What follows belongs to an exercise in optimizing a design on an open flow for small area and a short achievable clock period; a production flow would make more cautious choices.
No run shown here included a check of the RTL's function; only the layout flow was run.
No activity file was given, so power comes from the tool's default toggle rates.

## flow/design.v (module list and top-level ports; edited modules follow where they fit)
// module MAC_R0_0_16: 191 lines
// module MAC_R0_16_17: 248 lines
// module MAC_R0_17_18: 248 lines
// module MAC_R0_18_18: 248 lines
// module MAC_RN_0_16: 191 lines
// module MAC_RN_16_17: 248 lines
// module MAC_RN_17_18: 248 lines
// module MAC_RN_18_18: 248 lines
// module MMU: 47 lines
module MMU #(parameter depth=4, bit_width=8, acc_width=32, size=4)
(
   input          clk,
   input          control,
   input  [31:0]  data_arr,
   input  [31:0]  wt_arr,
   output [127:0] acc_out
);
  // ...
==> flow/run.sh <==
#!/bin/bash
# synth_recipe.tcl (not shown) runs the flow's synth.tcl, then flattens the netlist and writes it again
# the make line also repeats each setting of config.mk as NAME=value (left out here)
make -C /OpenROAD-flow-scripts/flow DESIGN_CONFIG=/design/flow/config.mk WORK_HOME=/design/flow/orfs CLKGATE_MAP_FILE= SYNTH_SCRIPT=/design/flow/synth_recipe.tcl finish
==> flow/config.mk <==
export PLATFORM = sky130hd
export DESIGN_NAME = MMU
export DESIGN_NICKNAME = MMU
export VERILOG_FILES = /design/flow/design.v
export SDC_FILE = /design/flow/constraint.sdc
export NUM_CORES = 4
export LEC_CHECK = 0
export CAP_MARGIN = 20
export CORE_MARGIN = 2
export CORE_UTILIZATION = 40
export SLEW_MARGIN = 20
==> flow/constraint.sdc <==
create_clock -name core_clock -period 7.0 [get_ports {clk}]
set_input_delay 1.4000 -clock core_clock [delete_from_list [all_inputs] [get_ports {clk}]]
set_output_delay 1.4000 -clock core_clock [all_outputs]
set_load 0.01 [all_outputs]
==> out/results.tsv, run 1 <==
metric	value	unit
via_per_inst	4.706	
total_leakage_power	29.93	nW
buffers_excl_clock	140	
dieWidth	384.6	microns
dpl.hpwl	91600	microns
tightest_slew	0.8604	ns
reg2regPathDepth	11	
seq_cell_count	1009	
fin_util	45.59	%
criticalPathCategory	flip-flop to flip-flop	
status	timing/DRC/antenna clean	
synth_warnings	10	
p_seq	7.26	mW
tns	0	ns
fin_area	65490	sq um
regArea	21480	sq um
synth_top_area_cell	dfxtp_1	
dpl.cell_count	7186	
async_flop_share	0	%
num-multi-input-gates	3635	
crit_start	row[0].g0.u_c3.m[6]$_DFF_P_	
path_delay_family	compound AO/OA/AOI/OAI gates	
multiInputGateArea	34180	sq um
ir_drop	0.2288	mV
initial_core_util	40.33	%
n_fill_cell	13400	
fin_worst_skew	0.04349	ns
wl_met2	54880	microns
clk_latency	0.76	ns
synth_top_family_by_area	adder cells	
synthMuxAreaShare	0.03887	%
critPathCaptureType	flip-flop	
cts_resized	0	
grt-busiest-layer	met2	
power_density	305.5	nW/um^2
detail-route-antenna-nets	0	
==> run 2, diff against run 1 <==
--- a/flow/config.mk
+++ b/flow/config.mk
@@ -8,4 +8,5 @@
 export CAP_MARGIN = 20
 export CORE_MARGIN = 2
 export CORE_UTILIZATION = 40
+export SETUP_SLACK_MARGIN = 4.0
 export SLEW_MARGIN = 20
==> run 2 against run 1 <==
Hold slack got worse by 0.0095 ns. Cell count increased by 0.68%. Sequential power about the same. Register-to-register slack better by 0.16 ns. Sequential cell count unchanged. First-iteration DRC count rose by 13%. Synthesized cell count unchanged. Non-clock buffer count rose by 53. Critical endpoint is now row[0].g0.u_c1.acc_out[16]$_SDFF_PP0_.
==> out/results.tsv, run 2 <==
metric	value	unit	change
status	timing/DRC/antenna clean		
synth_cell_types	68		
detail-route-antenna-nets	0		unchanged
cts.sinks	1009		
fin_crit	3.319	ns	
criticalPathCategory	flip-flop to flip-flop		
use_met3	2.131	%	
ir_drop	0.2549	mV	+11%
setup_viol	0		
synth_cells	5193		
ys_seq_area_share	37.08	%	
regArea	21490	sq um	about the same
synth_edf_count	128		
num_rows	139		
cp_cell_sequence	fa_1, fa_1, ha_4, a21oi_4, o21ai_2, a2111oi_4, o31ai_2, or3_1, a31o_1, a21oi_2, nor2_1		
netlist_area	57930	sq um	
crit_start	row[0].g0.u_c1.m[9]$_DFF_P_		
slowest_stage	fa_1		
grt_pass1_wl	197900	microns	
via_per_inst	4.712		+0.12%
synth.top_cell.area_share	30.44	%	
gr-usage-met2	27.28	%	
tns	0	ns	unchanged
r2r-start	row[0].g0.u_c1.m[9]$_DFF_P_		
r2r-end	row[0].g0.u_c1.acc_out[16]$_SDFF_PP0_		
die-area	147900	sq um	
htree_num_levels	3		
crit_end	row[0].g0.u_c1.acc_out[16]$_SDFF_PP0_		
drv_cap	0		
fmax	301.3	MHz	
grt_remaining_overflow	0		
required	7.59	ns	
multiInputGateArea	34790	sq um	+1.8%
min_path_type	flip-flop to flip-flop		
n_fill_cell	13310		-0.66%
power_density	305.0	nW/um^2	-0.18%
dp_slack	3.164	ns	
path_delay_family	adder cells		
clk_latency	0.73	ns	-0.03 ns
finalCritPeriodShare	47.41	%	
ys_top_cells_by_area	dfxtp_1 30%, fa_1 25%, and2_1 9.1%		
fin_worst_skew	0.02292	ns	-0.02057 ns
maxSlewHeadroom	36.70	%	
async_flop_share	0	%	unchanged
path_common_cell	fa_1		
ys_ff_latch	1009		
dpl.hpwl	91840	microns	+0.26%
clk_path_buf_depth	3		
drt_iter0_drc	1693		
grt_use_met1	22.98	%	
grt_max_degree	153		
synthTopCellsByCount	881 x dfxtp_1, 843 x and2_1, 732 x fa_1, 499 x inv_1, 372 x ha_1		
nNetsFinal	6621		
grt_antenna_before_repair	1		
drv_slew	0		
routed_wl	120000	microns	
synth_most_common_cell	dfxtp_1		
rsz0062_at_grt	yes		
final_hold_viol_count	0		
reg2regPathDepth	11		unchanged
dpl.cell_count	7186		unchanged
critical_path_depth	11		
clkTransAtPathRegs	0.06	ns	
cts_root_buf	clkbuf_16		
ios	194		
total_leakage_power	30.54	nW	+2.1%
cts_hold_buffers	0		
layout-drive-gt1-share	6.775	%	
largest_reg_flops	96		
diodes	0		
top_register	d		
initial_core_util	40.33	%	unchanged
gp_congestion	0.8417		
path_buf_inv	0		
final_common_cell	dfxtp_1		
grt_util_all_layers	16.63	%	
wire_per_inst	16.11	microns	
synth_warnings	10		unchanged
layout_common_cells	876 x dfxtp_1, 837 x and2_1, 729 x fa_1		
syn-mean-instance-area	11.16	sq um	
cts_buffers	113		
drt_first_pass_iters	16		
final_cells	7453		
timing.final.ws_setup	3.681	ns	
drc_errors	0		
portBuffers	137		
tightest_slew	0.9496	ns	+0.08922 ns
critPathCaptureType	flip-flop		
area_growth	14.23	%	
grt-busiest-layer	met2		
slowest_delay	0.59	ns	
cts_tree	done		
grt_pass1_vias	37650		
dieWidth	384.6	microns	unchanged
start_kind	flip-flop		
die_h	384.6	microns	
route.vias.total	35120		
synth_ff_type	dfxtp_1		
core	143700	sq um	
reg2reg_setup_slack	3.68	ns	
arrival	3.91	ns	
path_max_fanout	5		
synth_top_area_cell	dfxtp_1		
==> run 2: kinds of logic (layout without fill, tap and decap cells) <==
kind of cell / count (synthesis) / count (layout) / synth area share, %
AO/OA/AOI/OAI: 547 / 547 / 6.313
XOR/XNOR: 186 / 186 / 2.812
adder cells (fa/ha/maj): 1104 / 1104 / 33.33
buffers and inverters: 604 / 906 / 4.276
flip-flops: 1009 / 1009 / 37.08
multiplexers: 2 / 2 / 0.03887
other: 1 / 56 / 0.006473
AND/OR/NAND/NOR: 1740 / 1740 / 16.15
==> run 2: layout make-up <==
cell class | instances | area share (%)
clock buffers | 142 | 4.734
clock inverters | 72 | 1.132
inverters | 499 | 2.830
multi-input cells | 3635 | 52.57
flip-flops and latches | 1009 | 32.47
well taps | 1903 | 3.598
repair buffers | 193 | 2.660
==> run 2: through the flow <==
stage / hold slack [ns] / util, % / power [mW] / cell area, sq um
floorplan: 0.4138 / - / 12.04 / 58250
global placement: 0.4293 / 42.77 / 13.68 / 61450
detailed placement: 0.4300 / 42.77 / 13.79 / 61450
CTS: 0.4641 / 45.60 / 20.14 / 65510
global route: 0.4797 / 46.07 / 21.56 / 66180
finish: 0.4531 / 46.07 / 20.18 / 66180
==> run 2: report_power, final <==
group	switching [mW]	internal [mW]
logic	3.74	3.12
clock network	2.51	3.57
registers	0.587	6.66
total	6.83	13.4
==> run 2: per-layer routing <==
layer | share of wire (%) | wire (microns)
met2 | 46 | 55800
met1 | 48 | 57620
met4 | 2.2 | 2601
met5 | 0 | 0
met3 | 3.3 | 4021
==> run 2: worst min-delay path by stage <==
stage                                      startpoint                                   end  cells past startpoint  slack, ns
after floorplan           row[0].g0.u_c0.m[0]$_DFF_P_  row[0].g0.u_c0.acc_out[0]$_SDFF_PP0_                      1       0.41
after global placement    row[0].g0.u_c0.m[0]$_DFF_P_  row[0].g0.u_c0.acc_out[0]$_SDFF_PP0_                      1       0.43
after detailed placement  row[0].g0.u_c0.m[0]$_DFF_P_  row[0].g0.u_c0.acc_out[0]$_SDFF_PP0_                      1       0.43
after CTS                 row[0].g0.u_c0.m[0]$_DFF_P_  row[0].g0.u_c0.acc_out[0]$_SDFF_PP0_                      1       0.46
after global routing      row[0].g0.u_c0.m[0]$_DFF_P_  row[0].g0.u_c0.acc_out[0]$_SDFF_PP0_                      1       0.48
final                     row[0].g0.u_c0.m[0]$_DFF_P_  row[0].g0.u_c0.acc_out[0]$_SDFF_PP0_                      1       0.45
==> run 2: what timing repair did <==
item	4_1_cts	5_1_grt
pin swaps	25	52
endpoints found under the setup margin	105	87
setup buffers	5	48
gates resized for setup	120	73

## afterwards: timing with drivers on the ports
The results above use ideal ports. As a check the final layouts listed here were re-extracted and re-timed, cells and wires unchanged.
Step 1, drivers: a clkbuf_16 drives clk and a buf_2 each remaining input, both assumed.
Step 2 moves the port delays by t, midway between the first and last clock arrival at a register: inputs arrive t later, outputs are due t later. That takes back most of the time a late clock gives input paths.
Three values: ideal ports, drivers, drivers and shift; two values: the first two.
| run | t (ns) | setup WS [ns] | slew at the worst register clock pin (ns) | worst slew at a driven data input, ns | pins driven straight from the clock port |
|---|---|---|---|---|---|
| run 1 | 0.808 | 3.519 / 3.519 / 3.051 | 0.06 / 0.06 | 0.05 | 1 |
| run 2 | 0.786 | 3.681 / 3.681 / 3.289 | 0.07 / 0.07 | 0.05 | 1 |
After both steps setup and hold are still met in every run listed. For run 1, which loses most, drivers alone change the setup slack by 0.000 ns; drivers and shift together by -0.468 ns.
